This is an optimization exercise on Yosys and OpenROAD, whose aim is small area, not a production implementation.
Where RTL was checked, it was by simulation tests only, not by an equivalence proof against the original.
For runs 1 and 3, only the layout was checked, not whether the RTL still works.
Power figures rest on the tool's default switching activity, not on a simulated workload.

<file path="design/flow/config.mk">
export PLATFORM = sky130hd
export DESIGN_NAME = main
export DESIGN_NICKNAME = main
export VERILOG_FILES = /design/flow/design.v
export SDC_FILE = /design/flow/constraint.sdc
export NUM_CORES = 4
export LEC_CHECK = 0
export CAP_MARGIN = 20
export CORE_MARGIN = 2
export CORE_UTILIZATION = 40
export SLEW_MARGIN = 20
</file>
<file path="design/flow/constraint.sdc">
create_clock -name core_clock -period 10.0 [get_ports {CLK}]
set_input_delay 2.0000 -clock core_clock [delete_from_list [all_inputs] [get_ports {CLK}]]
set_output_delay 2.0000 -clock core_clock [all_outputs]
set_load 0.01 [all_outputs]
</file>
<file path="design/flow/design.v">
module main(
	input CLK,
	input rst,
	input T19,
	output T20,
	output LD0,
	output LD1,
	output LD2,
	output LD3,
	output LD4,
	output LD5,
	output LD6,
	output LD7
);
	localparam RX_IDLE = 3'd0, RX_START = 3'd1, RX_DATA = 3'd2, RX_STOP = 3'd3, RX_CLEAN = 3'd4;
	reg rx_r, rx_d;
	reg [2:0] rx_st;
	reg [6:0] rx_cnt;  
	reg [7:0] rx_byte;
	always @(posedge CLK)
		if (rst) begin
			rx_r <= 1'b1;
			rx_d <= 1'b1;
		end else begin
			rx_r <= T19;
			rx_d <= rx_r;
		end
	always @(posedge CLK)
		if (rst)
			rx_st <= RX_IDLE;
		else case (rx_st)
			RX_IDLE:  if (!rx_d) rx_st <= RX_START;
			RX_START: if (rx_cnt[2:0] == 3'd7) rx_st <= rx_d ? RX_IDLE : RX_DATA;
			RX_DATA:  if (rx_cnt == 7'h7f) rx_st <= RX_STOP;
			RX_STOP:  if (rx_cnt[3:0] == 4'hf) rx_st <= RX_CLEAN;
			default:  rx_st <= RX_IDLE;
		endcase
	always @(posedge CLK)
		if (rx_st == RX_IDLE || (rx_st == RX_START && rx_cnt[2:0] == 3'd7))
			rx_cnt <= 0;
		else
			rx_cnt <= rx_cnt + 1'b1;
	always @(posedge CLK)
		if (rx_st == RX_DATA && rx_cnt[3:0] == 4'hf)
			rx_byte <= {rx_d, rx_byte[7:1]};
	wire rx_dv = rx_st == RX_CLEAN;
	wire rx_zero = rx_byte == 8'd0;
	wire rx_one = rx_byte == 8'd1;
	localparam CK_IDLE = 3'd0, CK_TYPE = 3'd1, CK_BYTE = 3'd2, CK_ESC = 3'd3,
		CK_FIN = 3'd4, CK_F2 = 3'd5, CK_F3 = 3'd6;
	reg [2:0] ck_st;
	reg typ3;          
	reg [1:0] ck_idx;  
	reg [7:0] b0;
	always @(posedge CLK)
		if (rst)
			ck_st <= CK_IDLE;
		else case (ck_st)
			CK_IDLE: if (rx_dv && rx_zero) ck_st <= CK_TYPE;
			CK_TYPE: if (rx_dv) ck_st <= rx_zero ? CK_IDLE : CK_BYTE;
			CK_BYTE: if (rx_dv && rx_zero) ck_st <= CK_ESC;
			CK_ESC:  if (rx_dv) ck_st <= rx_zero ? CK_BYTE : (rx_one ? CK_FIN : CK_IDLE);
			CK_FIN:  ck_st <= CK_F2;
			CK_F2:   ck_st <= CK_F3;
			default: ck_st <= CK_IDLE;
		endcase
	wire ck_write = rx_dv && ((ck_st == CK_BYTE && !rx_zero) || (ck_st == CK_ESC && rx_zero));
	always @(posedge CLK) begin
		if (ck_st == CK_TYPE && rx_dv) begin
			typ3 <= rx_byte == 8'd3;
			ck_idx <= (rx_byte == 8'd3 || rx_byte == 8'd4) ? 2'd0 : 2'd2;
		end else if (ck_write) begin
			ck_idx <= {ck_idx != 2'd0, ck_idx == 2'd0};
		end
		if (ck_write && ck_idx == 2'd0)
			b0 <= rx_byte;
	end
	wire ck_one = ck_idx == 2'd1;
	reg [7:0] sw;
	always @(posedge CLK)
		if (rst)
			sw <= 8'd0;
		else if (ck_st == CK_FIN && !typ3 && ck_one)
			sw <= b0;
	wire press = ck_st == CK_F3 && typ3 && ck_one;
	reg [14:0] ticks;
	reg t20001;
	reg [7:0] counter;
	wire t20000 = ticks == 15'h45e6;
	always @(posedge CLK)
		if (rst || t20001)
			ticks <= 0;
		else
			ticks <= {ticks[13:0], ~(ticks[14] ^ ticks[13])};
	always @(posedge CLK)
		t20001 <= !rst && t20000;
	always @(posedge CLK)
		if (rst)
			counter <= 0;
		else if (t20000)
			counter <= counter + 1'b1;
	wire [7:0] leds = (sw == 8'd0) ? counter : sw;
	assign {LD7, LD6, LD5, LD4, LD3, LD2, LD1, LD0} = leds;
	reg v, f;
	reg [2:0] ar, ac, br, bc;
	always @(posedge CLK)
		if (rst) begin
			v <= 1'b0;
			f <= 1'b0;
			ar <= 3'd1; ac <= 3'd1;  
			br <= 3'd1; bc <= 3'd6;  
		end else begin
			if (t20001 || press) v <= 1'b1;
			if (t20001) f <= !f;
			if (press) begin
				if (b0 == 8'd8  && ac != 3'd0) ac <= ac - 1'b1;
				if (b0 == 8'd10 && ac != 3'd7) ac <= ac + 1'b1;
				if (b0 == 8'd1  && ar != 3'd0) ar <= ar - 1'b1;
				if (b0 == 8'd9  && ar != 3'd7) ar <= ar + 1'b1;
				if (b0 == 8'd11 && bc != 3'd0) bc <= bc - 1'b1;
				if (b0 == 8'd13 && bc != 3'd7) bc <= bc + 1'b1;
				if (b0 == 8'd4  && br != 3'd0) br <= br - 1'b1;
				if (b0 == 8'd12 && br != 3'd7) br <= br + 1'b1;
			end
		end
	localparam M_IDLE = 4'd0, M_LCHK = 4'd1, M_LSTART = 4'd2, M_LSTOP = 4'd3, M_LWAIT = 4'd4,
		M_DCHK = 4'd5, M_DSTART = 4'd6, M_DSTOP = 4'd7, M_DWAIT = 4'd8, M_FIN = 4'd9;
	reg [3:0] mo;
	reg [7:0] last_leds;
	reg led_su;
	always @(posedge CLK)
		if (rst) begin
			last_leds <= 8'd0;
			led_su <= 1'b1;
		end else if (!led_su) begin
			if (leds != last_leds) begin
				last_leds <= leds;
				led_su <= 1'b1;
			end
		end else if (mo == M_LSTOP)
			led_su <= 1'b0;
	localparam VD_IDLE = 2'd0, VD_PREP = 2'd1, VD_UPD = 2'd2, VD_FIN = 2'd3;
	reg [1:0] vd;
	reg sv, sf;
	reg [5:0] sa, sb;
	reg [6:0] vidx;
	always @(posedge CLK)
		if (rst)
			vidx <= 7'd0;
		else if (mo == M_DWAIT && tx_done)
			vidx <= vidx[6] ? 7'd0 : vidx + 1'b1;
	always @(posedge CLK)
		if (rst) begin
			vd <= VD_IDLE;
			sv <= 1'b0;
		end else case (vd)
			VD_IDLE:
				if (v != sv || (v && {ar, ac, br, bc, f} != {sa, sb, sf})) begin
					{sv, sa, sb, sf} <= {v, ar, ac, br, bc, f};
					vd <= VD_PREP;
				end
			VD_PREP: vd <= VD_UPD;
			VD_UPD:
				if (mo == M_DSTOP)
					vd <= vidx[6] ? VD_FIN : VD_PREP;
			default: vd <= VD_IDLE;
		endcase
	wire disp_su = vd == VD_UPD;
	wire [5:0] pix_i = vidx[5:0] | {6{vidx[6]}};  
	wire pix_a = sv && pix_i == sa;
	wire pix_b = sv && !pix_a && pix_i == sb;
	localparam P_IDLE = 4'd0, P_TESC = 4'd1, P_TYPE = 4'd2, P_ESC0 = 4'd3, P_C0 = 4'd4,
		P_ESC1 = 4'd5, P_C1 = 4'd6, P_EESC = 4'd7, P_EOC = 4'd8;
	reg [3:0] pos;
	wire tx_done = pos == P_IDLE;
	reg [7:0] c0;
	reg c1a, c1b, c1c;
	always @(posedge CLK)
		if (rst)
			mo <= M_IDLE;
		else case (mo)
			M_IDLE:   if (led_su || disp_su) mo <= M_LCHK;
			M_LCHK:   mo <= led_su ? M_LSTART : M_DCHK;
			M_LSTART: mo <= M_LSTOP;
			M_LSTOP:  mo <= M_LWAIT;
			M_LWAIT:  if (tx_done) mo <= M_DCHK;
			M_DCHK:   mo <= disp_su ? M_DSTART : M_FIN;
			M_DSTART: mo <= M_DSTOP;
			M_DSTOP:  mo <= M_DWAIT;
			M_DWAIT:  if (tx_done) mo <= M_FIN;
			default:  mo <= M_IDLE;
		endcase
	always @(posedge CLK)
		if (mo == M_LSTART)
			c0 <= last_leds;
	always @(posedge CLK)
		if (mo == M_DSTART) begin
			c1a <= pix_a;
			c1b <= pix_b;
			c1c <= sv && sf && !pix_a && !pix_b &&
				(pix_i == 6'd0 || pix_i == 6'd7 || pix_i == 6'd56);
		end
	wire is_disp = mo == M_DWAIT;
	wire [7:0] d0 = is_disp ? {2'b00, pix_i} : c0;
	wire c0z = d0 == 8'd0;
	reg [7:0] c1;
	always @(*)
		if (c1a) c1 = 8'h3f;
		else if (c1b) c1 = 8'h15;
		else if (c1c) c1 = pix_i[5] ? 8'h03 : (pix_i[0] ? 8'h0c : 8'h30);
		else c1 = 8'h00;
	wire c1z = !(c1a || c1b || c1c);
	reg [7:0] tc;
	always @(posedge CLK)
		if (pos == P_IDLE)
			tc <= 8'ha0;
		else if (tc == 8'ha3)
			tc <= 8'h00;
		else
			tc <= tc + 1'b1;
	always @(posedge CLK)
		if (rst)
			pos <= P_IDLE;
		else if (pos == P_IDLE) begin
			if (mo == M_LSTOP || mo == M_DSTOP) pos <= P_TESC;
		end else if (tc == 8'h9f) case (pos)
			P_TESC: pos <= P_TYPE;
			P_TYPE: pos <= c0z ? P_ESC0 : P_C0;
			P_ESC0: pos <= P_C0;
			P_C0:   pos <= is_disp ? (c1z ? P_ESC1 : P_C1) : P_EESC;
			P_ESC1: pos <= P_C1;
			P_C1:   pos <= P_EESC;
			P_EESC: pos <= P_EOC;
			default: pos <= P_IDLE;
		endcase
	reg [7:0] tx_byte;
	always @(*)
		case (pos)
			P_TYPE:  tx_byte = is_disp ? 8'd6 : 8'd2;
			P_C0:    tx_byte = d0;
			P_C1:    tx_byte = c1;
			P_EOC:   tx_byte = 8'd1;
			default: tx_byte = 8'd0;
		endcase
	wire [3:0] slot = tc[7:4];
	assign T20 = (pos == P_IDLE) ? 1'b1 :
		(slot == 4'd0) ? 1'b0 :
		(slot <= 4'd8) ? tx_byte[slot - 1'b1] : 1'b1;
endmodule
</file>
<file path="design/flow/flow/run.sh">
#!/bin/bash
# Standard ORFS layout (standard.sh, unchanged synthesis) with small port
# buffers and a clock tree of small buffers without dummy loads.
set -euo pipefail
export BUFFER_PORTS_ARGS="-buffer_cell sky130_fd_sc_hd__buf_1"
export CTS_ARGS="-sink_clustering_enable -repair_clock_nets -dont_use_dummy_load -buf_list sky130_fd_sc_hd__clkbuf_8 -sink_clustering_size 16"
bash standard.sh finish > flow.log 2>&1
</file>
<file path="design/flow/standard.sh">
#!/bin/bash
# synth_recipe.tcl (not shown) runs the flow's synth.tcl, then flattens the netlist and writes it again
# the make line also repeats each setting of config.mk as NAME=value (left out here)
make -C /OpenROAD-flow-scripts/flow DESIGN_CONFIG=/design/flow/config.mk WORK_HOME=/design/flow/orfs CLKGATE_MAP_FILE= SYNTH_SCRIPT=/design/flow/synth_recipe.tcl "${@:-finish}"
</file>
==> metrics.md, run 1 <==
| Metric | Value |
|---|---|
| Antenna viol nets, final | 0 |
| Proportion of synthesized flip-flops having asynchronous set or reset | 0% |
| Clock buffers created by TritonCTS | 17 |
| Setup Buffers After CTS | 0 |
| Biggest area consumer among synthesized cells | sky130_fd_sc_hd__dfxtp_1 |
| Deepest level of the CTS H-tree | 4 |
| Final worst-path cycle share | 47.1% |
| Vias/cell | about 5.4 |
| Netlist area before placement | ~6800 um2 |
| Final GP Congestion | 0.910 |
| Top area cells in the synthesized netlist | sky130_fd_sc_hd__dfxtp_1 (28%), sky130_fd_sc_hd__edfxtp_1 (19%), sky130_fd_sc_hd__xnor2_1 (5.4%), sky130_fd_sc_hd__nor2_1 (4.2%), sky130_fd_sc_hd__a21oi_1 (3.1%) |
| Clock-pin slew on the worst setup and hold paths | 0.07 ns |
| Diodes inserted | 0 |
| Met1 Usage GRT | between 10% and 20% |
| Max cap viols | 0 |
| Effective utilization at floorplan | 41.0% |
| Crit start category | register |
| Seq pwr share | 62.8% |
| CP max stage cell | sky130_fd_sc_hd__dfxtp_1 |
| Area share of the largest cell type after synthesis | about 28% |
| Total Die Area | 18100 um2 |
| Height of the die | around 130 um |
| Count of different cell masters after synthesis | 75 |
| Vias post-DR | 4856 |
| P per Cell Area | around 130 nW/um2 |
| Worst IR drop on VDD | 0.106 mV |
| Leakage power | 2.51 nW |
| Number of standard cells in the final layout excluding fillers | 907 |
| Clock tree from TritonCTS | built |
| Buffer type at the clock tree root | sky130_fd_sc_hd__clkbuf_8 |
| Count of mapped cells out of synthesis | 689 |
| Sum of net half-perimeters after detailed placement | 9690 um |
| Drt wl/cell | 14.8 um |
| Number of I/O port buffers | 11 |
| Total number of yosys warnings | 1 |
| Area growth from synthesis to final layout | 6.70% |
| Combinational fraction of design power | 3.5% |
| DRC Markers | 0 |
| Met3 Usage GRT | 4.20% |
| Data required, critical path | 8.00 ns |
| Synthesized net count | 706 |
| Insertion delay to the later sink of the worst-skew pair | 0.44 ns |
| FP Rows | 47 |
| HP Class | reg -> reg |
| Post-layout minimum cycle time | 4.71 ns |
| Via count of the first global-routing pass | 4700 |
| Detailed Routing Iterations Pass 1 | 4 |
| Critical Setup Path Class | reg -> out |
| Ordered list of cells on the worst path | clkinv_1 -> ha_1 -> nor2b_1 -> nor3_1 -> a21oi_1 -> or4_1 -> o21ai_1 -> buf_1 |
| Critical path fanouts, max | 10 |
| Final Hold Fails | 0 |
| Number of instances in the placed design | approximately 900 |
| Synth Register Bits | 139 |
| Cell with the most instances after synthesis | sky130_fd_sc_hd__dfxtp_1 |
| Ranking of synthesized cells by instance count | sky130_fd_sc_hd__dfxtp_1 (96), sky130_fd_sc_hd__nor2_1 (76), sky130_fd_sc_hd__edfxtp_1 (43) |
| Area of the core region | around 17000 um2 |
| Achievable frequency | between 0.2 and 0.25 GHz |
| Setup TNS Final | 0 ns |
| Count of flip-flops with a built-in enable after synthesis | 43 |
| Crit path DAT | 2.71 ns |
| Average size of a mapped cell | 9.87 um2 |
| Most used DFF post-synth | sky130_fd_sc_hd__dfxtp_1 |
| Share of layout cells above drive strength 1 | under 10% |
| Overflow left after global routing | 0 |
| Actual transition at the worst max-transition pin | 0.854 ns |
| Proportion of synthesized chip area in sequential cells | 47.3% |
| Clock share of power | 33.6% |
| Number of violations reported at the end of detailed-routing iteration 0 | 233 |
| GRT Max-Usage Layer | met2 |
| Largest net degree at the start of global routing | 70 |
| Routed WL | 13400 um |
| Wire length of the first global-routing pass | 22600 um |
| Bufs on Longest Clock Path | 2 |
| Net switching component of the power | 0.000209 W |
| Die span in x | 134 um |
| Result of the run | finished clean |
| Resize count post-CTS | 0 |
| Number of setup violations in the final report | 0 |
| Switching Fraction | 21.8% |
| Number of nets in the finished design | just over 700 |
| Met2 Usage GRT | 25.5% |
| Final slew viol count | 0 |
| Delay of the slowest critical-path stage | 0.54 ns |
| Internal power summed over all cells | 0.000751 W |
| Slew HR | 42.8% |
| Total clock sinks | 139 |
| Total routing usage reported by global routing | 15.6% |
| Number of antenna violations at the first check in global routing | 0 |
| Endpoint class of the critical path | output pin |
| IO Count | 12 |
| Worst clock skew | 0.0367 ns |
| Hold Buf Count CTS | 0 |
| Unrepaired setup endpoints after global routing | no |
## critical path, delay by kind of cell (launching register included)
| kind | cells | cell delay [ns] |
|---|---|---|
| compound gates | 2 | 0.17 |
| fa+ha+maj | 1 | 0.30 |
| buf+inv | 2 | 0.50 |
| simple gates | 3 | 0.78 |
| flops | 1 | 0.54 |
## routing by layer
| layer | up-vias | wire length, um |
|---|---|---|
| met2 | 52 | 6370 |
| met1 | 2323 | 6450 |
| met4 | 0 | 192 |
| met5 | - | 0 |
| met3 | 14 | 365 |
| li1 | 2467 | - |
## cells in the final DEF, fill, tap and decap left out, types with 6 or more instances in the layout
master,instances
sky130_fd_sc_hd__mux2i_1,15
sky130_fd_sc_hd__nand4_1,10
sky130_fd_sc_hd__edfxtp_1,43
sky130_fd_sc_hd__nor4b_1,10
sky130_fd_sc_hd__nor2b_1,19
sky130_fd_sc_hd__xnor2_1,42
sky130_fd_sc_hd__nand2_1,33
sky130_fd_sc_hd__a211oi_1,7
sky130_fd_sc_hd__nor2_1,76
sky130_fd_sc_hd__dfxtp_1,96
sky130_fd_sc_hd__nor4_1,12
sky130_fd_sc_hd__nand3_1,17
sky130_fd_sc_hd__buf_1,10
sky130_fd_sc_hd__xor2_1,20
sky130_fd_sc_hd__and3_1,11
sky130_fd_sc_hd__ha_1,10
sky130_fd_sc_hd__o21ai_0,19
sky130_fd_sc_hd__clkbuf_8,17
sky130_fd_sc_hd__nand2b_1,15
sky130_fd_sc_hd__inv_1,17
sky130_fd_sc_hd__a22o_1,6
sky130_fd_sc_hd__nor3_1,19
sky130_fd_sc_hd__a21oi_1,42
sky130_fd_sc_hd__and2_1,16
## area by class of cell
class                      count  area (um2)
timing repair buffer          13        57.6
tap                          220         275
sequential                   139        3210
clock buffer                  17         234
multi-input combinational    500        3410
fill                        1596        9330
inverter                      18        67.6
## path summary, 6_finish.rpt
check                           startpoint     to  slack (ns)  depth (start not counted)
worst max-delay path                 tc[4]    T20        5.29                          8
worst max register to register       b0[4]  ar[2]        7.36                          8
worst min register to register        rx_r   rx_d        0.42                          1
worst min-delay path                  rx_r   rx_d        0.42                          1
## metrics by stage
step	worst slack [ns]	power, W	hold WS (ns)	util (%)	cell area (um2)
after detailed placement	5.72	0.000649	0.405	42.2	7000
after floorplan	6.05	0.000639	0.389	-	6800
after global routing	5.06	0.00100	0.449	43.7	7250
final	5.29	0.000960	0.423	43.7	7250
after CTS	5.25	0.000975	0.428	43.6	7240
after global placement	5.79	0.000648	0.401	42.2	7000
## kinds of logic after synthesis
| kind of cell | Yosys count | share of synthesized area (%) |
|---|---|---|
| AO/OA/AOI/OAI | 117 | 11.5 |
| XOR/XNOR | 62 | 7.99 |
| adder cells (fa/ha/maj) | 14 | 3.02 |
| buffers and inverters | 50 | 2.85 |
| flip-flops | 139 | 47.3 |
| multiplexers | 21 | 3.53 |
| AND/OR/NAND/NOR | 286 | 23.8 |
## state kept, by name, summed over array words and instances, names as in the netlist, 4 cells and up
signal,cells
rx_cnt,7
c0,8
sa,6
pos,4
sw,8
counter,8
last_leds,8
b0,8
sb,6
mo,4
rx_byte,8
ticks,15
vidx,7
tc,8
## power by group through the flow
stage	registers (W)	logic, W	clock network, W
3_5_place_dp	0.000615	0.0000337	0
6_report	0.000603	0.0000338	0.000323
4_1_cts	0.000603	0.0000339	0.000338
5_1_grt	0.000605	0.0000384	0.000357
3_3_place_gp	0.000615	0.0000326	0
2_1_floorplan	0.000606	0.0000331	0
==> inputs of run 2 (changes only) <==
--- a/design/flow/design.v
+++ b/design/flow/design.v
@@ -51,3 +51,3 @@
 	reg [2:0] ck_st;
-	reg typ3;          
+	reg typ3, typ4;
 	reg [1:0] ck_idx;  
@@ -70,3 +70,4 @@
 			typ3 <= rx_byte == 8'd3;
-			ck_idx <= (rx_byte == 8'd3 || rx_byte == 8'd4) ? 2'd0 : 2'd2;
+			typ4 <= rx_byte == 8'd4;
+			ck_idx <= 2'd0;
 		end else if (ck_write) begin
@@ -82,9 +83,9 @@
 			sw <= 8'd0;
-		else if (ck_st == CK_FIN && !typ3 && ck_one)
+		else if (ck_st == CK_FIN && typ4 && ck_one)
 			sw <= b0;
 	wire press = ck_st == CK_F3 && typ3 && ck_one;
-	reg [14:0] ticks;
-	reg t20001;
+	reg [14:0] ticks;  
 	reg [7:0] counter;
-	wire t20000 = ticks == 15'h45e6;
+	wire t20000 = ticks == 15'd20000;
+	wire t20001 = ticks == 15'd20001;
 	always @(posedge CLK)
@@ -93,5 +94,3 @@
 		else
-			ticks <= {ticks[13:0], ~(ticks[14] ^ ticks[13])};
-	always @(posedge CLK)
-		t20001 <= !rst && t20000;
+			ticks <= ticks + 1'b1;
 	always @(posedge CLK)
@@ -147,7 +146,2 @@
 	always @(posedge CLK)
-		if (rst)
-			vidx <= 7'd0;
-		else if (mo == M_DWAIT && tx_done)
-			vidx <= vidx[6] ? 7'd0 : vidx + 1'b1;
-	always @(posedge CLK)
 		if (rst) begin
@@ -155,6 +149,10 @@
 			sv <= 1'b0;
+			sf <= 1'b0;
+			sa <= 6'd9;
+			sb <= 6'd14;
 		end else case (vd)
 			VD_IDLE:
-				if (v != sv || (v && {ar, ac, br, bc, f} != {sa, sb, sf})) begin
+				if ({v, ar, ac, br, bc, f} != {sv, sa, sb, sf}) begin
 					{sv, sa, sb, sf} <= {v, ar, ac, br, bc, f};
+					vidx <= 7'd0;
 					vd <= VD_PREP;
@@ -163,4 +161,9 @@
 			VD_UPD:
-				if (mo == M_DSTOP)
-					vd <= vidx[6] ? VD_FIN : VD_PREP;
+				if (mo == M_DSTOP) begin
+					if (!vidx[6]) begin
+						vidx <= vidx + 1'b1;
+						vd <= VD_PREP;
+					end else
+						vd <= VD_FIN;
+				end
 			default: vd <= VD_IDLE;
@@ -176,3 +179,3 @@
 	reg [7:0] c0;
-	reg c1a, c1b, c1c;
+	reg c1a, c1b, c1f;
 	always @(posedge CLK)
@@ -195,12 +198,10 @@
 			c0 <= last_leds;
-	always @(posedge CLK)
-		if (mo == M_DSTART) begin
+		else if (mo == M_DSTART) begin
+			c0 <= {2'b00, pix_i};
 			c1a <= pix_a;
 			c1b <= pix_b;
-			c1c <= sv && sf && !pix_a && !pix_b &&
-				(pix_i == 6'd0 || pix_i == 6'd7 || pix_i == 6'd56);
+			c1f <= sv && sf;
 		end
 	wire is_disp = mo == M_DWAIT;
-	wire [7:0] d0 = is_disp ? {2'b00, pix_i} : c0;
-	wire c0z = d0 == 8'd0;
+	wire c0z = c0 == 8'd0;
 	reg [7:0] c1;
@@ -209,5 +210,7 @@
 		else if (c1b) c1 = 8'h15;
-		else if (c1c) c1 = pix_i[5] ? 8'h03 : (pix_i[0] ? 8'h0c : 8'h30);
+		else if (c1f && c0 == 8'd0) c1 = 8'h30;
+		else if (c1f && c0 == 8'd7) c1 = 8'h0c;
+		else if (c1f && c0 == 8'd56) c1 = 8'h03;
 		else c1 = 8'h00;
-	wire c1z = !(c1a || c1b || c1c);
+	wire c1z = c1 == 8'd0;
 	reg [7:0] tc;
@@ -239,3 +242,3 @@
 			P_TYPE:  tx_byte = is_disp ? 8'd6 : 8'd2;
-			P_C0:    tx_byte = d0;
+			P_C0:    tx_byte = c0;
 			P_C1:    tx_byte = c1;
==> design/flow/run.sh (new file) <==
#!/bin/bash
# synth_recipe.tcl (not shown) runs the flow's synth.tcl, then flattens the netlist and writes it again
# the make line also repeats each setting of config.mk as NAME=value (left out here)
make -C /OpenROAD-flow-scripts/flow DESIGN_CONFIG=/design/flow/config.mk WORK_HOME=/design/flow/orfs CLKGATE_MAP_FILE= SYNTH_SCRIPT=/design/flow/synth_recipe.tcl finish
removed: design/flow/flow/run.sh
removed: design/flow/standard.sh
==> metrics.md, run 2 <==
| Metric | Value |
|---|---|
| Data required, critical path | 8.00 ns (about the same) |
| Slew HR | 35.8% (was 42.8%) |
| Final hold slack | 0.420 ns (was 0.423 ns) |
| FP Rows | 48 (was 47) |
| Effective utilization at floorplan | 41.2% (was 41.0%) |
| IO Count | 12 (unchanged) |
| Switching Fraction | 30.2% (was 21.8%) |
| Total number of yosys warnings | 1 (unchanged) |
| Max cap viols | 0 (unchanged) |
| Actual transition at the worst max-transition pin | 0.956 ns (was 0.854 ns) |
| Ranking of synthesized cells by instance count | sky130_fd_sc_hd__nor2_1 (121), sky130_fd_sc_hd__dfxtp_1 (103), sky130_fd_sc_hd__xor2_1 (46) (was sky130_fd_sc_hd__dfxtp_1 (96), sky130_fd_sc_hd__nor2_1 (76), sky130_fd_sc_hd__edfxtp_1 (43)) |
| Endpoint class of the critical path | output pin (unchanged) |
| Share of layout cells above drive strength 1 | 7.87% (was 6.55%) |
| Die span in x | 138 um (was 134 um) |
| Combinational fraction of design power | 16.4% (was 3.5%) |
| Clock share of power | 40.1% (was 33.6%) |
| Height of the die | 138 um (was 134 um) |
| Critical Setup Path Class | reg -> out (unchanged) |
| Detailed Routing Iterations Pass 1 | 4 (unchanged) |
| Commonest non-fill, non-tap cell in the layout | sky130_fd_sc_hd__nor2_1 (was sky130_fd_sc_hd__dfxtp_1) |
| Synthesized net count | 782 (was 706) |
| Total Die Area | 19000 um2 (was 18100 um2) |
| Final slew viol count | 0 (unchanged) |
| Final GP Congestion | 0.800 (was 0.910) |
| Sum of net half-perimeters after detailed placement | 10500 um (was 9690 um) |
| Antenna viol nets, final | 0 (unchanged) |
| Number of violations reported at the end of detailed-routing iteration 0 | 334 (was 233) |
| Flip-flop count of the largest register after layout | 15 (unchanged) |
| Total clock sinks | 139 (unchanged) |
| Most used DFF post-synth | sky130_fd_sc_hd__dfxtp_1 (unchanged) |
| Leakage power | 2.92 nW (was 2.51 nW) |
| Via count of the first global-routing pass | 5244 (was 4700) |
| Crit start category | register (unchanged) |
| Overflow left after global routing | 0 (unchanged) |
| Number of antenna violations at the first check in global routing | 0 (unchanged) |
| Setup TNS Final | 0 ns (unchanged) |
| Number of I/O port buffers | 11 (unchanged) |
| Synth Register Bits | 139 (unchanged) |
| Area of the core region | 17400 um2 (was 16600 um2) |
| Count of flip-flops with a built-in enable after synthesis | 36 (was 43) |
| Net switching component of the power | 0.000484 W (was 0.000209 W) |
| Top area cells in the synthesized netlist | sky130_fd_sc_hd__dfxtp_1 (29%), sky130_fd_sc_hd__edfxtp_1 (15%), sky130_fd_sc_hd__nor2_1 (6.3%), sky130_fd_sc_hd__xor2_1 (5.6%), sky130_fd_sc_hd__xnor2_1 (3.7%) (was sky130_fd_sc_hd__dfxtp_1 (28%), sky130_fd_sc_hd__edfxtp_1 (19%), sky130_fd_sc_hd__xnor2_1 (5.4%), sky130_fd_sc_hd__nor2_1 (4.2%), sky130_fd_sc_hd__a21oi_1 (3.1%)) |
| Worst IR drop on VDD | 0.127 mV (was 0.106 mV) |
| Diodes inserted | 0 (unchanged) |
| Area share of the largest cell type after synthesis | 28.7% (was 28.3%) |
| Clock buffers created by TritonCTS | 17 (unchanged) |
| Netlist area before placement | 7180 um2 (was 6800 um2) |
| Clock-pin slew on the worst setup and hold paths | 0.06 ns (was 0.07 ns) |
| Clock tree from TritonCTS | built (unchanged) |
| Reg2Reg Setup Slack | 7.15 ns (was 7.36 ns) |
| Area growth from synthesis to final layout | 12.3% (was 6.70%) |
| Vias post-DR | 5349 (was 4856) |
| Final worst-path cycle share | 49.3% (was 47.1%) |
| Internal power summed over all cells | 0.00112 W (was 0.000751 W) |
| Buffer type at the clock tree root | sky130_fd_sc_hd__clkbuf_16 (was sky130_fd_sc_hd__clkbuf_8) |
| Result of the run | finished clean (unchanged) |
| Largest net degree at the start of global routing | 79 (was 70) |
| Setup Buffers After CTS | 0 (unchanged) |
| Count of different cell masters after synthesis | 70 (was 75) |
| Number of setup violations in the final report | 0 (unchanged) |
| Drt wl/cell | 14.7 um (was 14.8 um) |
| Proportion of synthesized flip-flops having asynchronous set or reset | 0% (unchanged) |
| DRC Markers | 0 (unchanged) |
| Final Hold Fails | 0 (unchanged) |
| HP Class | reg -> reg (unchanged) |
| Worst reg2reg startpoint | rx_byte[7] (was b0[4]) |
| Number of nets in the finished design | 782 (was 706) |
| Worst setup path end | T20 (unchanged) |
| Crit path DAT | 2.93 ns (was 2.71 ns) |
| Average size of a mapped cell | 9.42 um2 (was 9.87 um2) |
| Most used cells in the layout excluding fill and tap cells | sky130_fd_sc_hd__nor2_1 (121), sky130_fd_sc_hd__dfxtp_1 (103), sky130_fd_sc_hd__xor2_1 (46) (was sky130_fd_sc_hd__dfxtp_1 (96), sky130_fd_sc_hd__nor2_1 (76), sky130_fd_sc_hd__edfxtp_1 (43)) |
| Biggest area consumer among synthesized cells | sky130_fd_sc_hd__dfxtp_1 (unchanged) |
| Crit Reg-Reg Endpoint | b0[3] (was ar[2]) |
| Number of fill cells in the layout | 1658 (was 1596) |
| Count of mapped cells out of synthesis | 762 (was 689) |
| Seq pwr share | 43.5% (was 62.8%) |
| Total routing usage reported by global routing | 16.7% (was 15.6%) |
| Proportion of synthesized chip area in sequential cells | 43.8% (was 47.3%) |
| CP startpoint | c0[1] (was tc[4]) |
| Bufs on Longest Clock Path | 2 (unchanged) |
| Wire length of the first global-routing pass | 25100 um (was 22600 um) |
| Hold Buf Count CTS | 0 (unchanged) |
| Insertion delay to the later sink of the worst-skew pair | 0.42 ns (was 0.44 ns) |
| Unrepaired setup endpoints after global routing | no (unchanged) |
| Cell with the most instances after synthesis | sky130_fd_sc_hd__nor2_1 (was sky130_fd_sc_hd__dfxtp_1) |
| Deepest level of the CTS H-tree | 4 (unchanged) |
| Post-layout minimum cycle time | 4.93 ns (was 4.71 ns) |
| Critical path fanouts, max | 5 (was 10) |
| Register containing the most flip-flops in the final layout | ticks (unchanged) |
| Vias/cell | 5.35 (about the same) |
| Achievable frequency | 0.203 GHz (was 0.212 GHz) |
| P per Cell Area | 199 nW/um2 (was 132 nW/um2) |
| Resize count post-CTS | 0 (unchanged) |
| Cells on worst reg2reg path | 5 (was 8) |
| Routed WL | 14700 um (was 13400 um) |
| Worst clock skew | 0.0121 ns (was 0.0367 ns) |
==> run 2: changes by cell type after synthesis, sizes merged, moves of 6 or more <==
cell	before	now
inv	17	34
mux2i	15	26
dfxtp	96	103
a21oi	44	35
xnor2	42	30
a41oi	0	9
nand3	17	23
nor2	77	121
edfxtp	43	36
a22o	6	0
and3	11	20
nand4	10	18
and2	16	8
xor2	20	46
==> run 2: stage by stage <==
stage | util, % | setup WS, ns | cell area, um2 | total power [W] | cells
after floorplan | - | 6.19 | 7180 | 0.000913 | 762
after global placement | 42.8 | 5.53 | 7450 | 0.000963 | 968
after detailed placement | 42.8 | 5.53 | 7460 | 0.000972 | 968
after CTS | 46.3 | 5.08 | 8060 | 0.00162 | 1000
after global routing | 46.3 | 4.82 | 8070 | 0.00168 | 1000
final | 46.3 | 5.07 | 8070 | 0.00161 | 1000
==> run 2: worst min path at each step <==
| stage | from | to | slack (ns) | cells past startpoint |
|---|---|---|---|---|
| finish | rx_r | rx_d | 0.42 | 1 |
| global route | rx_r | rx_d | 0.45 | 1 |
| CTS | rx_r | rx_d | 0.42 | 1 |
| detailed placement | rx_r | rx_d | 0.40 | 1 |
| global placement | rx_r | rx_d | 0.40 | 1 |
| floorplan | rx_r | rx_d | 0.38 | 1 |
==> run 2: cell type report <==
| type | instances | area (um2) | share of cell area [%] |
|---|---|---|---|
| clock buffer | 17 | 425 | 5.27 |
| clock inverter | 15 | 178 | 2.20 |
| inverter | 34 | 128 | 1.58 |
| multi-input combinational | 558 | 3800 | 47.1 |
| sequential | 139 | 3140 | 39.0 |
| tap | 225 | 282 | 3.49 |
| timing repair buffer | 12 | 113 | 1.40 |
==> run 2: critical path, stage by stage (launching register included) <==
cell and delay [ns]:
sky130_fd_sc_hd__edfxtp_1 0.42, sky130_fd_sc_hd__or3_1 0.47, sky130_fd_sc_hd__or3_1 0.43, sky130_fd_sc_hd__o31ai_1 0.21, sky130_fd_sc_hd__a211oi_1 0.11, sky130_fd_sc_hd__nor3_1 0.17
sky130_fd_sc_hd__a221o_1 0.18, sky130_fd_sc_hd__clkdlybuf4s50_1 0.53
==> run 2: power groups by stage <==
stage	Clock (W)	Sequential [W]	Combinational (W)
floorplan	0	0.000668	0.000245
global placement	0	0.000707	0.000256
detailed placement	0	0.000711	0.000262
CTS	0.000656	0.000699	0.000265
global route	0.000678	0.000708	0.000295
finish	0.000644	0.000699	0.000263
==> run 2: logic make-up (layout without fill, tap and decap cells) <==
| group | count (synthesis) | count (layout) | share of synthesized area, % |
|---|---|---|---|
| compound gates | 116 | 116 | 11.5 |
| xor+xnor | 76 | 76 | 9.27 |
| fa+ha+maj | 17 | 17 | 3.38 |
| buf+inv | 65 | 78 | 3.47 |
| flops | 139 | 139 | 43.8 |
| mux | 32 | 32 | 4.83 |
| simple gates | 317 | 317 | 23.8 |
==> run 2: layer usage <==
metal  up-vias  track usage [%]  routed length (um)  part of all wire [%]
li1       2724                -                   -                     -
met1      2552             19.8                6660                    45
met2        52             29.4                7460                    51
met3        21             3.29                 311                   2.1
met4         0             6.97                 304                   2.1
met5         -                0                   0                     0
==> inputs of run 3 (changes only) <==
--- a/design/flow/design.v
+++ b/design/flow/design.v
@@ -51,3 +51,3 @@
 	reg [2:0] ck_st;
-	reg typ3, typ4;
+	reg typ3;          
 	reg [1:0] ck_idx;  
@@ -70,4 +70,3 @@
 			typ3 <= rx_byte == 8'd3;
-			typ4 <= rx_byte == 8'd4;
-			ck_idx <= 2'd0;
+			ck_idx <= (rx_byte == 8'd3 || rx_byte == 8'd4) ? 2'd0 : 2'd2;
 		end else if (ck_write) begin
@@ -83,9 +82,9 @@
 			sw <= 8'd0;
-		else if (ck_st == CK_FIN && typ4 && ck_one)
+		else if (ck_st == CK_FIN && !typ3 && ck_one)
 			sw <= b0;
 	wire press = ck_st == CK_F3 && typ3 && ck_one;
-	reg [14:0] ticks;  
+	reg [14:0] ticks;
+	reg t20001;
 	reg [7:0] counter;
-	wire t20000 = ticks == 15'd20000;
-	wire t20001 = ticks == 15'd20001;
+	wire t20000 = ticks == 15'h45e6;
 	always @(posedge CLK)
@@ -94,3 +93,5 @@
 		else
-			ticks <= ticks + 1'b1;
+			ticks <= {ticks[13:0], ~(ticks[14] ^ ticks[13])};
+	always @(posedge CLK)
+		t20001 <= !rst && t20000;
 	always @(posedge CLK)
@@ -146,2 +147,7 @@
 	always @(posedge CLK)
+		if (rst)
+			vidx <= 7'd0;
+		else if (mo == M_DWAIT && tx_done)
+			vidx <= vidx[6] ? 7'd0 : vidx + 1'b1;
+	always @(posedge CLK)
 		if (rst) begin
@@ -149,10 +155,6 @@
 			sv <= 1'b0;
-			sf <= 1'b0;
-			sa <= 6'd9;
-			sb <= 6'd14;
 		end else case (vd)
 			VD_IDLE:
-				if ({v, ar, ac, br, bc, f} != {sv, sa, sb, sf}) begin
+				if (v != sv || (v && {ar, ac, br, bc, f} != {sa, sb, sf})) begin
 					{sv, sa, sb, sf} <= {v, ar, ac, br, bc, f};
-					vidx <= 7'd0;
 					vd <= VD_PREP;
@@ -161,9 +163,4 @@
 			VD_UPD:
-				if (mo == M_DSTOP) begin
-					if (!vidx[6]) begin
-						vidx <= vidx + 1'b1;
-						vd <= VD_PREP;
-					end else
-						vd <= VD_FIN;
-				end
+				if (mo == M_DSTOP)
+					vd <= vidx[6] ? VD_FIN : VD_PREP;
 			default: vd <= VD_IDLE;
@@ -179,3 +176,3 @@
 	reg [7:0] c0;
-	reg c1a, c1b, c1f;
+	reg c1a, c1b, c1c;
 	always @(posedge CLK)
@@ -198,10 +195,12 @@
 			c0 <= last_leds;
-		else if (mo == M_DSTART) begin
-			c0 <= {2'b00, pix_i};
+	always @(posedge CLK)
+		if (mo == M_DSTART) begin
 			c1a <= pix_a;
 			c1b <= pix_b;
-			c1f <= sv && sf;
+			c1c <= sv && sf && !pix_a && !pix_b &&
+				(pix_i == 6'd0 || pix_i == 6'd7 || pix_i == 6'd56);
 		end
 	wire is_disp = mo == M_DWAIT;
-	wire c0z = c0 == 8'd0;
+	wire [7:0] d0 = is_disp ? {2'b00, pix_i} : c0;
+	wire c0z = d0 == 8'd0;
 	reg [7:0] c1;
@@ -210,7 +209,5 @@
 		else if (c1b) c1 = 8'h15;
-		else if (c1f && c0 == 8'd0) c1 = 8'h30;
-		else if (c1f && c0 == 8'd7) c1 = 8'h0c;
-		else if (c1f && c0 == 8'd56) c1 = 8'h03;
+		else if (c1c) c1 = pix_i[5] ? 8'h03 : (pix_i[0] ? 8'h0c : 8'h30);
 		else c1 = 8'h00;
-	wire c1z = c1 == 8'd0;
+	wire c1z = !(c1a || c1b || c1c);
 	reg [7:0] tc;
@@ -242,3 +239,3 @@
 			P_TYPE:  tx_byte = is_disp ? 8'd6 : 8'd2;
-			P_C0:    tx_byte = c0;
+			P_C0:    tx_byte = d0;
 			P_C1:    tx_byte = c1;
==> design/flow/flow/run.sh (new file) <==
#!/bin/bash
# Own layout flow: the standard ORFS flow (standard.sh) with
#  - the standard synthesis, whose combinational logic is then re-mapped
#    for area by yosys/abc (flip-flops untouched),
#  - 1x buffers on the ports,
#  - a clock tree of clkbuf_8 without dummy loads.
# Each tool's output goes to a log file in this folder.
set -euo pipefail
HERE=$(pwd)
LIB=$FLOW_HOME/platforms/sky130hd/lib/sky130_fd_sc_hd__tt_025C_1v80.lib
R=$HERE/orfs/results/$FLOW_PLATFORM/main/base
YOSYS=$FLOW_HOME/../tools/install/yosys/bin/yosys
[ -x "$YOSYS" ] || YOSYS=yosys
export BUFFER_PORTS_ARGS="-buffer_cell sky130_fd_sc_hd__buf_1"
export CTS_ARGS="-sink_clustering_enable -repair_clock_nets -dont_use_dummy_load -buf_list sky130_fd_sc_hd__clkbuf_8 -sink_clustering_size 16"

bash standard.sh synth > synth.log 2>&1
python3 flow/libmodels.py "$LIB" > comb_models.v 2> libmodels.log
cp "$R/1_2_yosys.v" std_1_2_yosys.v
sed -e "s#@LIB@#$LIB#g" -e "s#@IN@#std_1_2_yosys.v#" -e "s#@OUT@#$R/1_2_yosys.v#" flow/resyn.ys > resyn.ys
"$YOSYS" -s resyn.ys > resyn.log 2>&1
rm -f "$R/1_synth.odb" "$R/1_synth.sdc"
bash standard.sh finish > flow.log 2>&1
==> design/flow/flow/libmodels.py (new file) <==
# Emit Verilog models of the combinational cells of a liberty file.
import re, sys
src = open(sys.argv[1]).read()
out = []
pos = 0
for m in re.finditer(r'\n\s*cell\s*\(\s*"?(\w+)"?\s*\)\s*\{', src):
    name = m.group(1)
    # find the cell body by brace matching
    i = m.end(); depth = 1
    while depth:
        c = src[i]
        if c == '{': depth += 1
        elif c == '}': depth -= 1
        i += 1
    body = src[m.end():i]
    if re.search(r'\b(ff|latch|statetable)\s*\(', body): continue
    pins = []
    for pm in re.finditer(r'\bpin\s*\(\s*"?(\w+)"?\s*\)\s*\{', body):
        j = pm.end(); d = 1
        while d:
            c = body[j]
            if c == '{': d += 1
            elif c == '}': d -= 1
            j += 1
        pb = body[pm.end():j]
        dm = re.search(r'direction\s*:\s*"?(\w+)"?', pb)
        fm = re.search(r'\bfunction\s*:\s*"([^"]*)"', pb)
        pins.append((pm.group(1), dm.group(1) if dm else None, fm.group(1) if fm else None))
    outs = [p for p in pins if p[1] == 'output']
    ins = [p for p in pins if p[1] == 'input']
    if not outs or any(o[2] is None for o in outs): continue
    def conv(f):
        f = f.replace('!', '~').replace('*', '&').replace('+', '|').replace('^', '^')
        f = re.sub(r"(\w+)'", r"(~\1)", f)
        # implicit AND: "A B" -> "A & B"
        f = re.sub(r'(\w|\))\s+(?=[\w(~])', r'\1 & ', f)
        return f
    ports = ', '.join([p[0] for p in ins] + [p[0] for p in outs])
    out.append('module %s(%s);' % (name, ports))
    for p in ins: out.append('  input %s;' % p[0])
    for p in outs: out.append('  output %s;' % p[0])
    for p in outs: out.append('  assign %s = %s;' % (p[0], conv(p[2])))
    out.append('endmodule')
print('\n'.join(out))
==> design/flow/flow/resyn.ys (new file) <==
# Re-map the combinational logic of the standard synthesis for area.
# The flip-flops stay as they are (same instances, names and cell types).
read_verilog comb_models.v
read_liberty -lib -ignore_redef @LIB@
read_verilog @IN@
hierarchy -check -top main
flatten
techmap
opt -fast -full
abc -liberty @LIB@ -dont_use *lpflow* -dont_use *probe* -dont_use *clkbuf* -dont_use *dly* -dont_use *einv* -dont_use *ebuf* -dont_use *conb* -script +strash;&get,-n;&deepsyn,-T,60;&put;dch,-f;amap;topo
read_liberty -lib -ignore_redef @LIB@
splitnets
opt_clean -purge
hilomap -singleton -hicell sky130_fd_sc_hd__conb_1 HI -locell sky130_fd_sc_hd__conb_1 LO
insbuf -buf sky130_fd_sc_hd__buf_1 A X
check -assert
tee -o resyn_stat.txt stat -liberty @LIB@
write_verilog -noattr -nohex -nodec @OUT@
==> design/flow/standard.sh (new file) <==
#!/bin/bash
# synth_recipe.tcl (not shown) runs the flow's synth.tcl, then flattens the netlist and writes it again
# the make line also repeats each setting of config.mk as NAME=value (left out here)
make -C /OpenROAD-flow-scripts/flow DESIGN_CONFIG=/design/flow/config.mk WORK_HOME=/design/flow/orfs CLKGATE_MAP_FILE= SYNTH_SCRIPT=/design/flow/synth_recipe.tcl "${@:-finish}"
removed: design/flow/run.sh
==> metrics.md, run 3 <==
| Metric | Value |
|---|---|
| Result of the run | finished clean (unchanged) |
| Instance count along the most critical hold path | 1 (unchanged) |
| Dpl cell area | 6190 um2 (was 7460 um2) |
| DP Worst Slack | 5.55 ns (was 5.53 ns) |
| Worst clock skew | 0.0236 ns (was 0.0121 ns) |
| Leakage power | 2.16 nW (was 2.92 nW) |
| Commonest non-fill, non-tap cell in the layout | sky130_fd_sc_hd__nor2_1 (unchanged) |
| Total Die Area | 15700 um2 (was 19000 um2) |
| Data required, critical path | 8.00 ns (about the same) |
| Detailed Routing Iterations Pass 1 | 5 (was 4) |
| Core utilization of the finished layout | 44.4% (was 46.3%) |
| Clock tree from TritonCTS | built (unchanged) |
| Unrepaired setup endpoints after global routing | no (unchanged) |
| Clock-pin slew on the worst setup and hold paths | 0.07 ns (was 0.06 ns) |
| Critical hold path startpoint | rx_r (unchanged) |
| Number of setup violations in the final report | 0 (unchanged) |
| Via count of the first global-routing pass | 4662 (was 5244) |
| Number of antenna violations at the first check in global routing | 0 (unchanged) |
| Crit path DAT | 2.72 ns (was 2.93 ns) |
| Hold Buf Count CTS | 0 (unchanged) |
| Sum of net half-perimeters after detailed placement | 9800 um (was 10500 um) |
| Number of fill cells in the layout | 1454 (was 1658) |
| Vias/cell | 5.56 (was 5.35) |
| Routed WL | 13000 um (was 14700 um) |
| Effective utilization at floorplan | 40.7% (was 41.2%) |
| Average size of a mapped cell | 8.87 um2 (was 9.42 um2) |
| Deepest level of the CTS H-tree | 4 (unchanged) |
| Actual transition at the worst max-transition pin | 0.902 ns (was 0.956 ns) |
| Final Hold Fails | 0 (unchanged) |
| Final GP Congestion | 0.864 (was 0.800) |
| Number of violations reported at the end of detailed-routing iteration 0 | 456 (was 334) |
| P per Cell Area | 163 nW/um2 (was 199 nW/um2) |
| Netlist area before placement | 5890 um2 (was 7180 um2) |
| Post-layout minimum cycle time | 4.72 ns (was 4.93 ns) |
| Post-layout instance area | 6430 um2 (was 8070 um2) |
| Setup Buffers After CTS | 0 (unchanged) |
| Worst IR drop on VDD | 0.106 mV (was 0.127 mV) |
| HP Class | reg -> reg (unchanged) |
| Setup slack after layout | 5.28 ns (was 5.07 ns) |
| Vias post-DR | 4896 (was 5349) |
| Number of nets in the finished design | 701 (was 782) |
| Flip-flop count of the largest register after layout | 15 (unchanged) |
| Count of mapped cells out of synthesis | 664 (was 762) |
| Number of I/O port buffers | 11 (unchanged) |
| Clock buffers created by TritonCTS | 17 (unchanged) |
| Area of the core region | 14500 um2 (was 17400 um2) |
| Bufs on Longest Clock Path | 2 (unchanged) |
| Synthesized net count | 667 (was 782) |
| Total clock sinks | 139 (unchanged) |
| Diodes inserted | 0 (unchanged) |
| DRC Markers | 0 (unchanged) |
| Final worst-path cycle share | 47.2% (was 49.3%) |
| Total number of yosys warnings | 1 (unchanged) |
| Overflow left after global routing | 0 (unchanged) |
| IO Count | 12 (unchanged) |
| Slew HR | 39.2% (was 35.8%) |
| Register containing the most flip-flops in the final layout | ticks (unchanged) |
| Worst reg2reg startpoint | ck_idx[1] (was rx_byte[7]) |
| Endpoint class of the critical path | output pin (unchanged) |
| Antenna viol nets, final | 0 (unchanged) |
| Critical path fanouts, max | 13 (was 5) |
| Wire length of the first global-routing pass | 22200 um (was 25100 um) |
| Resize count post-CTS | 0 (unchanged) |
| CP startpoint | mo[2] (was c0[1]) |
| Buffer type at the clock tree root | sky130_fd_sc_hd__clkbuf_8 (was sky130_fd_sc_hd__clkbuf_16) |
| Cells on worst reg2reg path | 11 (was 5) |
| FP Rows | 44 (was 48) |
| Die span in x | 125 um (was 138 um) |
| Achievable frequency | 0.212 GHz (was 0.203 GHz) |
| Setup TNS Final | 0 ns (unchanged) |
| Max cap viols | 0 (unchanged) |
| Height of the die | 125 um (was 138 um) |
| Final slew viol count | 0 (unchanged) |
| Area growth from synthesis to final layout | 9.09% (was 12.3%) |
| Most used cells in the layout excluding fill and tap cells | sky130_fd_sc_hd__nor2_1 (111), sky130_fd_sc_hd__dfxtp_1 (96), sky130_fd_sc_hd__clkinv_1 (95) (was sky130_fd_sc_hd__nor2_1 (121), sky130_fd_sc_hd__dfxtp_1 (103), sky130_fd_sc_hd__xor2_1 (46)) |
| Total routing usage reported by global routing | 17.5% (was 16.7%) |
| Crit start category | register (unchanged) |
| Insertion delay to the later sink of the worst-skew pair | 0.45 ns (was 0.42 ns) |
| Drt wl/cell | 14.7 um (about the same) |
| Largest net degree at the start of global routing | 27 (was 79) |
| Share of layout cells above drive strength 1 | 3.02% (was 7.87%) |
| Critical Setup Path Class | reg -> out (unchanged) |
-- run 3: stage by stage --
| step | power (W) | hold slack (ns) | instances |
|---|---|---|---|
| 6_report | 0.00104 | 0.407 | 880 |
| 5_1_grt | 0.00110 | 0.455 | 880 |
| 4_1_cts | 0.00105 | 0.414 | 880 |
| 3_5_place_dp | 0.000730 | 0.406 | 863 |
| 3_3_place_gp | 0.000728 | 0.416 | 863 |
| 2_1_floorplan | 0.000702 | 0.391 | 664 |
-- run 3: worst paths after layout --
check | to | slack (ns)
min reg2reg | rx_d | 0.41
max | T20 | 5.28
min | rx_d | 0.41
max reg2reg | bc[1] | 7.41
-- run 3: where the power goes --
part | switching [W] | total (W) | internal [W]
clock | 0.000177 | 0.000326 | 0.000149
combinational | 0.0000617 | 0.0000935 | 0.0000318
sequential | 0.0000202 | 0.000625 | 0.000605
total | 0.000259 | 0.00104 | 0.000786
-- run 3: layout make-up --
class	count	area, um2	area share (%)
inverter	95	357	5.55
timing repair buffer	15	71.3	1.11
sequential	139	3210	50.0
clock buffer	17	234	3.64
multi-input combinational	430	2320	36.1
tap	184	230	3.58
-- run 3: routing by layer --
metal / GRT usage, % / wire length (um)
met1: 21.2 / 5840
met2: 29.4 / 6250
met3: 5.09 / 626
met4: 6.86 / 252
met5: 0 / 0
-- run 3: critical path, stage by stage, from the launching register on --
cell	delay (ns)
sky130_fd_sc_hd__dfxtp_1	0.40
sky130_fd_sc_hd__clkinv_1	0.19
sky130_fd_sc_hd__nand4_1	0.17
sky130_fd_sc_hd__clkinv_1	0.29
sky130_fd_sc_hd__nand2_1	0.19
sky130_fd_sc_hd__o22ai_1	0.08
sky130_fd_sc_hd__nand3_1	0.09
sky130_fd_sc_hd__o221ai_1	0.12
sky130_fd_sc_hd__a21oi_1	0.20
sky130_fd_sc_hd__nor2_1	0.06
sky130_fd_sc_hd__nor2_1	0.09
sky130_fd_sc_hd__nor2_1	0.04
sky130_fd_sc_hd__o21ai_0	0.19
sky130_fd_sc_hd__buf_1	0.18
==> inputs of run 4 (changes only) <==
--- a/design/flow/design.v
+++ b/design/flow/design.v
@@ -14,6 +14,4 @@
 );
-	localparam RX_IDLE = 3'd0, RX_START = 3'd1, RX_DATA = 3'd2, RX_STOP = 3'd3, RX_CLEAN = 3'd4;
 	reg rx_r, rx_d;
-	reg [2:0] rx_st;
-	reg [6:0] rx_cnt;  
+	reg [7:0] rx_c;
 	reg [7:0] rx_byte;
@@ -27,21 +25,11 @@
 		end
-	always @(posedge CLK)
-		if (rst)
-			rx_st <= RX_IDLE;
-		else case (rx_st)
-			RX_IDLE:  if (!rx_d) rx_st <= RX_START;
-			RX_START: if (rx_cnt[2:0] == 3'd7) rx_st <= rx_d ? RX_IDLE : RX_DATA;
-			RX_DATA:  if (rx_cnt == 7'h7f) rx_st <= RX_STOP;
-			RX_STOP:  if (rx_cnt[3:0] == 4'hf) rx_st <= RX_CLEAN;
-			default:  rx_st <= RX_IDLE;
-		endcase
-	always @(posedge CLK)
-		if (rx_st == RX_IDLE || (rx_st == RX_START && rx_cnt[2:0] == 3'd7))
-			rx_cnt <= 0;
+	wire rx_dv = rx_c == 8'ha0;
+	always @(posedge CLK)
+		if (rst || rx_dv || (rx_d && (rx_c == 8'h07 || rx_c == 8'h0f)))
+			rx_c <= 8'h07;
 		else
-			rx_cnt <= rx_cnt + 1'b1;
-	always @(posedge CLK)
-		if (rx_st == RX_DATA && rx_cnt[3:0] == 4'hf)
+			rx_c <= rx_c + 1'b1;
+	always @(posedge CLK)
+		if (rx_c[3:0] == 4'hf && rx_c[7:4] != 4'd0 && rx_c[7:4] <= 4'd8)
 			rx_byte <= {rx_d, rx_byte[7:1]};
-	wire rx_dv = rx_st == RX_CLEAN;
 	wire rx_zero = rx_byte == 8'd0;
@@ -114,16 +102,25 @@
 			if (t20001) f <= !f;
-			if (press) begin
-				if (b0 == 8'd8  && ac != 3'd0) ac <= ac - 1'b1;
-				if (b0 == 8'd10 && ac != 3'd7) ac <= ac + 1'b1;
-				if (b0 == 8'd1  && ar != 3'd0) ar <= ar - 1'b1;
-				if (b0 == 8'd9  && ar != 3'd7) ar <= ar + 1'b1;
-				if (b0 == 8'd11 && bc != 3'd0) bc <= bc - 1'b1;
-				if (b0 == 8'd13 && bc != 3'd7) bc <= bc + 1'b1;
-				if (b0 == 8'd4  && br != 3'd0) br <= br - 1'b1;
-				if (b0 == 8'd12 && br != 3'd7) br <= br + 1'b1;
-			end
-		end
-	localparam M_IDLE = 4'd0, M_LCHK = 4'd1, M_LSTART = 4'd2, M_LSTOP = 4'd3, M_LWAIT = 4'd4,
-		M_DCHK = 4'd5, M_DSTART = 4'd6, M_DSTOP = 4'd7, M_DWAIT = 4'd8, M_FIN = 4'd9;
+			if (mv_ac) ac <= mv_y;
+			if (mv_ar) ar <= mv_y;
+			if (mv_bc) bc <= mv_y;
+			if (mv_br) br <= mv_y;
+		end
+	wire bt = press && b0[7:4] == 4'd0;
+	wire s_ac = bt && (b0[3:0] == 4'd8 || b0[3:0] == 4'd10);
+	wire s_ar = bt && (b0[3:0] == 4'd1 || b0[3:0] == 4'd9);
+	wire s_bc = bt && (b0[3:0] == 4'd11 || b0[3:0] == 4'd13);
+	wire s_br = bt && (b0[3:0] == 4'd4 || b0[3:0] == 4'd12);
+	wire mv_up = b0[3:0] == 4'd10 || b0[3:0] == 4'd9 || b0[3:0] == 4'd13 || b0[3:0] == 4'd12;
+	wire [2:0] mv_x = s_ac ? ac : s_ar ? ar : s_bc ? bc : br;
+	wire mv_ok = mv_up ? mv_x != 3'd7 : mv_x != 3'd0;
+	wire [2:0] mv_y = mv_up ? mv_x + 1'b1 : mv_x - 1'b1;
+	wire mv_ac = s_ac && mv_ok;
+	wire mv_ar = s_ar && mv_ok;
+	wire mv_bc = s_bc && mv_ok;
+	wire mv_br = s_br && mv_ok;
+	localparam M_IDLE = 4'b0000, M_LCHK = 4'b0001, M_LSTART = 4'b0010, M_LSTOP = 4'b0011, M_LWAIT = 4'b0100,
+		M_DCHK = 4'b1001, M_DSTART = 4'b1010, M_DSTOP = 4'b1011, M_DWAIT = 4'b1100, M_FIN = 4'b1000;
 	reg [3:0] mo;
+	wire mo_stop = mo[2:0] == 3'b011;
+	wire mo_wait = mo[2:0] == 3'b100;
 	reg [7:0] last_leds;
@@ -135,6 +132,5 @@
 		end else if (!led_su) begin
-			if (leds != last_leds) begin
-				last_leds <= leds;
+			last_leds <= leds;
+			if (leds != last_leds)
 				led_su <= 1'b1;
-			end
 		end else if (mo == M_LSTOP)
@@ -157,6 +153,7 @@
 			VD_IDLE:
-				if (v != sv || (v && {ar, ac, br, bc, f} != {sa, sb, sf})) begin
-					{sv, sa, sb, sf} <= {v, ar, ac, br, bc, f};
+			begin
+				{sv, sa, sb, sf} <= {v, ar, ac, br, bc, f};
+				if (v != sv || (v && {ar, ac, br, bc, f} != {sa, sb, sf}))
 					vd <= VD_PREP;
-				end
+			end
 			VD_PREP: vd <= VD_UPD;
@@ -171,6 +168,4 @@
 	wire pix_b = sv && !pix_a && pix_i == sb;
-	localparam P_IDLE = 4'd0, P_TESC = 4'd1, P_TYPE = 4'd2, P_ESC0 = 4'd3, P_C0 = 4'd4,
-		P_ESC1 = 4'd5, P_C1 = 4'd6, P_EESC = 4'd7, P_EOC = 4'd8;
 	reg [3:0] pos;
-	wire tx_done = pos == P_IDLE;
+	wire tx_done = !pos[3];
 	reg [7:0] c0;
@@ -202,3 +197,3 @@
 		end
-	wire is_disp = mo == M_DWAIT;
+	wire is_disp = mo[3];
 	wire [7:0] d0 = is_disp ? {2'b00, pix_i} : c0;
@@ -214,3 +209,3 @@
 	always @(posedge CLK)
-		if (pos == P_IDLE)
+		if (!pos[3])
 			tc <= 8'ha0;
@@ -222,26 +217,27 @@
 		if (rst)
-			pos <= P_IDLE;
-		else if (pos == P_IDLE) begin
-			if (mo == M_LSTOP || mo == M_DSTOP) pos <= P_TESC;
-		end else if (tc == 8'h9f) case (pos)
-			P_TESC: pos <= P_TYPE;
-			P_TYPE: pos <= c0z ? P_ESC0 : P_C0;
-			P_ESC0: pos <= P_C0;
-			P_C0:   pos <= is_disp ? (c1z ? P_ESC1 : P_C1) : P_EESC;
-			P_ESC1: pos <= P_C1;
-			P_C1:   pos <= P_EESC;
-			P_EESC: pos <= P_EOC;
-			default: pos <= P_IDLE;
-		endcase
+			pos <= 4'b0000;
+		else if (!pos[3]) begin
+			if (mo_stop) pos <= 4'b1100;  
+		end else if (tc == 8'h9f) begin
+			if (pos[2])                   
+				pos[2] <= 1'b0;
+			else case (pos[1:0])
+				2'd0: pos <= {2'b10 | c0z, 2'd1};
+				2'd1: pos <= is_disp ? {2'b10 | c1z, 2'd2} : 4'b1111;
+				2'd2: pos <= 4'b1111;
+				2'd3: pos <= 4'b0000;
+			endcase
+		end
 	reg [7:0] tx_byte;
 	always @(*)
-		case (pos)
-			P_TYPE:  tx_byte = is_disp ? 8'd6 : 8'd2;
-			P_C0:    tx_byte = d0;
-			P_C1:    tx_byte = c1;
-			P_EOC:   tx_byte = 8'd1;
-			default: tx_byte = 8'd0;
+		if (pos[2])
+			tx_byte = 8'd0;
+		else case (pos[1:0])
+			2'd0: tx_byte = is_disp ? 8'd6 : 8'd2;
+			2'd1: tx_byte = d0;
+			2'd2: tx_byte = c1;
+			default: tx_byte = 8'd1;
 		endcase
 	wire [3:0] slot = tc[7:4];
-	assign T20 = (pos == P_IDLE) ? 1'b1 :
+	assign T20 = !pos[3] ? 1'b1 :
 		(slot == 4'd0) ? 1'b0 :
--- a/design/flow/flow/resyn.ys
+++ b/design/flow/flow/resyn.ys
@@ -9,3 +9,3 @@
 opt -fast -full
-abc -liberty @LIB@ -dont_use *lpflow* -dont_use *probe* -dont_use *clkbuf* -dont_use *dly* -dont_use *einv* -dont_use *ebuf* -dont_use *conb* -script +strash;&get,-n;&deepsyn,-T,60;&put;dch,-f;amap;topo
+abc -liberty @LIB@ -dont_use *lpflow* -dont_use *probe* -dont_use *clkbuf* -dont_use *dly* -dont_use *einv* -dont_use *ebuf* -dont_use *conb* -script +strash;&get,-n;&deepsyn,-J,50,-T,300;&put;dch,-f;amap;topo
 read_liberty -lib -ignore_redef @LIB@
--- a/design/flow/config.mk
+++ b/design/flow/config.mk
@@ -9,3 +9,3 @@
 export CORE_MARGIN = 2
-export CORE_UTILIZATION = 40
+export CORE_UTILIZATION = 65
 export SLEW_MARGIN = 20
==> metrics.md, run 4 <==
| Metric | Value |
|---|---|
| HP Class | reg -> reg (unchanged) |
| Total Die Area | 9590 um2 (was 15700 um2) |
| Ordered list of cells on the worst path | clkinv_1 -> nor2_1 -> clkinv_1 -> o221a_1 -> nor3_1 -> nor3_1 -> a21oi_1 -> o21ai_0 -> buf_1 (was clkinv_1 -> nand4_1 -> clkinv_1 -> nand2_1 -> o22ai_1 -> nand3_1 -> o221ai_1 -> a21oi_1 -> nor2_1 -> nor2_1 -> nor2_1 -> o21ai_0 -> buf_1) |
| Result of the run | finished clean (unchanged) |
| CP startpoint | mo[3] (was mo[2]) |
| Max cap viols | 0 (unchanged) |
| Area of the core region | 8640 um2 (was 14500 um2) |
| Total routing usage reported by global routing | 27.3% (was 17.5%) |
| Deepest level of the CTS H-tree | 4 (unchanged) |
| Register containing the most flip-flops in the final layout | ticks (unchanged) |
| Area growth from synthesis to final layout | 7.60% (was 9.09%) |
| Total number of yosys warnings | 1 (unchanged) |
| Final slew viol count | 0 (unchanged) |
| Diodes inserted | 0 (unchanged) |
| Number of I/O port buffers | 11 (unchanged) |
| CP max stage cell | sky130_fd_sc_hd__dfxtp_1 (unchanged) |
| Routed WL | 12400 um (was 13000 um) |
| Vias/cell | 6.09 (was 5.56) |
| Hold Buf Count CTS | 0 (unchanged) |
| Synthesized net count | 651 (was 667) |
| Final Power | 0.000973 W (was 0.00104 W) |
| Number of fill cells in the layout | 690 (was 1454) |
| Setup TNS Final | 0 ns (unchanged) |
| Crit start category | register (unchanged) |
| Flip-flop count of the largest register after layout | 15 (unchanged) |
| Cells on worst reg2reg path | 13 (was 11) |
| Crit Reg-Reg Endpoint | bc[2] (was bc[1]) |
| Unrepaired setup endpoints after global routing | no (unchanged) |
| Final worst-path cycle share | 45.3% (was 47.2%) |
| Critical path fanouts, max | 12 (was 13) |
| Share of layout cells above drive strength 1 | 3.09% (was 3.02%) |
| Slew HR | 30.9% (was 39.2%) |
| Largest net degree at the start of global routing | 29 (was 27) |
| Clock buffers created by TritonCTS | 17 (unchanged) |
| Clock tree from TritonCTS | built (unchanged) |
| Worst clock skew | 0.0292 ns (was 0.0236 ns) |
| Commonest non-fill, non-tap cell in the layout | sky130_fd_sc_hd__clkinv_1 (was sky130_fd_sc_hd__nor2_1) |
| Worst setup path end | T20 (unchanged) |
| Sum of net half-perimeters after detailed placement | 9200 um (was 9800 um) |
| Number of violations reported at the end of detailed-routing iteration 0 | 239 (was 456) |
| Wire length of the first global-routing pass | 20800 um (was 22200 um) |
| Most used cells in the layout excluding fill and tap cells | sky130_fd_sc_hd__clkinv_1 (117), sky130_fd_sc_hd__nor2_1 (104), sky130_fd_sc_hd__dfxtp_1 (94) (was sky130_fd_sc_hd__nor2_1 (111), sky130_fd_sc_hd__dfxtp_1 (96), sky130_fd_sc_hd__clkinv_1 (95)) |
| Netlist area before placement | 5730 um2 (was 5890 um2) |
| Critical Setup Path Class | reg -> out (unchanged) |
| Overflow left after global routing | 0 (unchanged) |
| Insertion delay to the later sink of the worst-skew pair | 0.44 ns (was 0.45 ns) |
| Effective utilization at floorplan | 66.4% (was 40.7%) |
| Number of setup violations in the final report | 0 (unchanged) |
| Number of antenna violations at the first check in global routing | 0 (unchanged) |
| Achievable frequency | 0.221 GHz (was 0.212 GHz) |
| DRC Markers | 0 (unchanged) |
| Via count of the first global-routing pass | 4600 (was 4662) |
| Buffer type at the clock tree root | sky130_fd_sc_hd__clkbuf_8 (unchanged) |
| Detailed Routing Iterations Pass 1 | 5 (unchanged) |
| Post-layout minimum cycle time | 4.53 ns (was 4.72 ns) |
| Count of mapped cells out of synthesis | 648 (was 664) |
| Clock-pin slew on the worst setup and hold paths | 0.06 ns (was 0.07 ns) |
| Final GP Congestion | 0.952 (was 0.864) |
| Setup Buffers After CTS | 0 (unchanged) |
| Core utilization of the finished layout | 71.4% (was 44.4%) |
| Delay of the slowest critical-path stage | 0.55 ns (was 0.40 ns) |
| Number of nets in the finished design | 684 (was 701) |
| Worst IR drop on VDD | 0.148 mV (was 0.106 mV) |
| Worst reg2reg startpoint | b0[2] (was ck_idx[1]) |
| Reg2Reg Setup Slack | 6.64 ns (was 7.41 ns) |
| Crit path DAT | 2.53 ns (was 2.72 ns) |
| Vias post-DR | 4789 (was 4896) |
| Actual transition at the worst max-transition pin | 1.03 ns (was 0.902 ns) |
| Average size of a mapped cell | 8.85 um2 (was 8.87 um2) |
| Data required, critical path | 8.00 ns (about the same) |
| Leakage power | 1.98 nW (was 2.16 nW) |
| Height of the die | 97.9 um (was 125 um) |
| Final Hold Fails | 0 (unchanged) |
| P per Cell Area | 158 nW/um2 (was 163 nW/um2) |
| Die span in x | 97.9 um (was 125 um) |
| Drt wl/cell | 15.8 um (was 14.7 um) |
| Antenna viol nets, final | 0 (unchanged) |
| Bufs on Longest Clock Path | 2 (unchanged) |
| Endpoint class of the critical path | output pin (unchanged) |
| FP Rows | 34 (was 44) |
| Resize count post-CTS | 0 (unchanged) |
| Total clock sinks | 137 (was 139) |
| IO Count | 12 (unchanged) |
run 4: per-layer routing:
metal  global-route usage [%]  wire length [um]
met2                     46.4              6260
met1                     32.8              5250
met4                     11.3               299
met3                     7.44               632
met5                        0                 0
run 4: worst min-delay path by stage:
stage             from  endpoint  slack (ns)  cells after the start
2_1_floorplan  rx_c[0]   rx_c[0]        0.37                      1
3_3_place_gp   rx_c[0]   rx_c[0]        0.38                      1
3_5_place_dp   rx_c[0]   rx_c[0]        0.39                      1
4_1_cts        rx_c[0]   rx_c[0]        0.41                      1
5_1_grt        rx_c[0]   rx_c[0]        0.42                      1
6_report       rx_c[0]   rx_c[0]        0.40                      1
run 4: power by group:
part,internal [W],switching [W]
logic,0.0000159,0.0000343
registers,0.000587,0.0000111
clock network,0.000149,0.000175
run 4: final cells by class:
class | instances | area (um2) | share of cell area, %
sequential | 137 | 3170 | 51.5
multi-input combinational | 394 | 2120 | 34.4
inverter | 117 | 439 | 7.12
clock buffer | 17 | 234 | 3.79
tap | 108 | 135 | 2.19
timing repair buffer | 14 | 61.3 | 0.994
run 4: critical path: cells and delay by family, from the launching register on:
kind | cells | cell delay [ns]
flip-flops | 1 | 0.55
AND/OR/NAND/NOR | 3 | 0.56
AO/OA/AOI/OAI | 3 | 0.52
buffers and inverters | 3 | 0.49
run 4: through the flow:
step / cells / hold WS [ns] / setup WS (ns) / cell area [um2]
CTS: 786 / 0.408 / 5.48 / 6160
global placement: 769 / 0.377 / 5.84 / 5930
global route: 787 / 0.418 / 5.23 / 6170
detailed placement: 769 / 0.393 / 5.70 / 5930
finish: 787 / 0.403 / 5.47 / 6170
floorplan: 648 / 0.367 / 6.31 / 5730

separate check: timing with driven ports:
In the flow no input, the clock included, has a driving cell. The finished layouts below were timed again as built, in two steps.
Step 1 (the two cells are an assumption about what drives the block):
set clk [get_ports {CLK}]
set_driving_cell -lib_cell sky130_fd_sc_hd__clkbuf_16 $clk
set_driving_cell -lib_cell sky130_fd_sc_hd__buf_2 [delete_from_list [all_inputs] $clk]
Step 2 adds t to the input delays and takes it off the output delays; t is the mean of the earliest and latest rising clock arrival at the registers after step 1. Input paths then give back, and output paths get back, about the clock's delay inside the block.
a / b / c = ideal / step 1 / step 2; a / b = the first two.
run	t (ns)	setup slack, ns	latest minus earliest clock arrival (ns)	worst data-port slew with drivers (ns)	pins driven straight from the clock port
run 1	0.461	5.293 / 5.253 / 5.714	0.042 / 0.041	0.03	1
run 2	0.461	5.073 / 5.032 / 5.492	0.013 / 0.013	0.03	1
run 3	0.471	5.282 / 5.246 / 5.556	0.024 / 0.023	0.04	1
run 4	0.465	5.470 / 5.436 / 5.667	0.036 / 0.036	0.04	1
After both steps setup and hold are still met in every run listed.
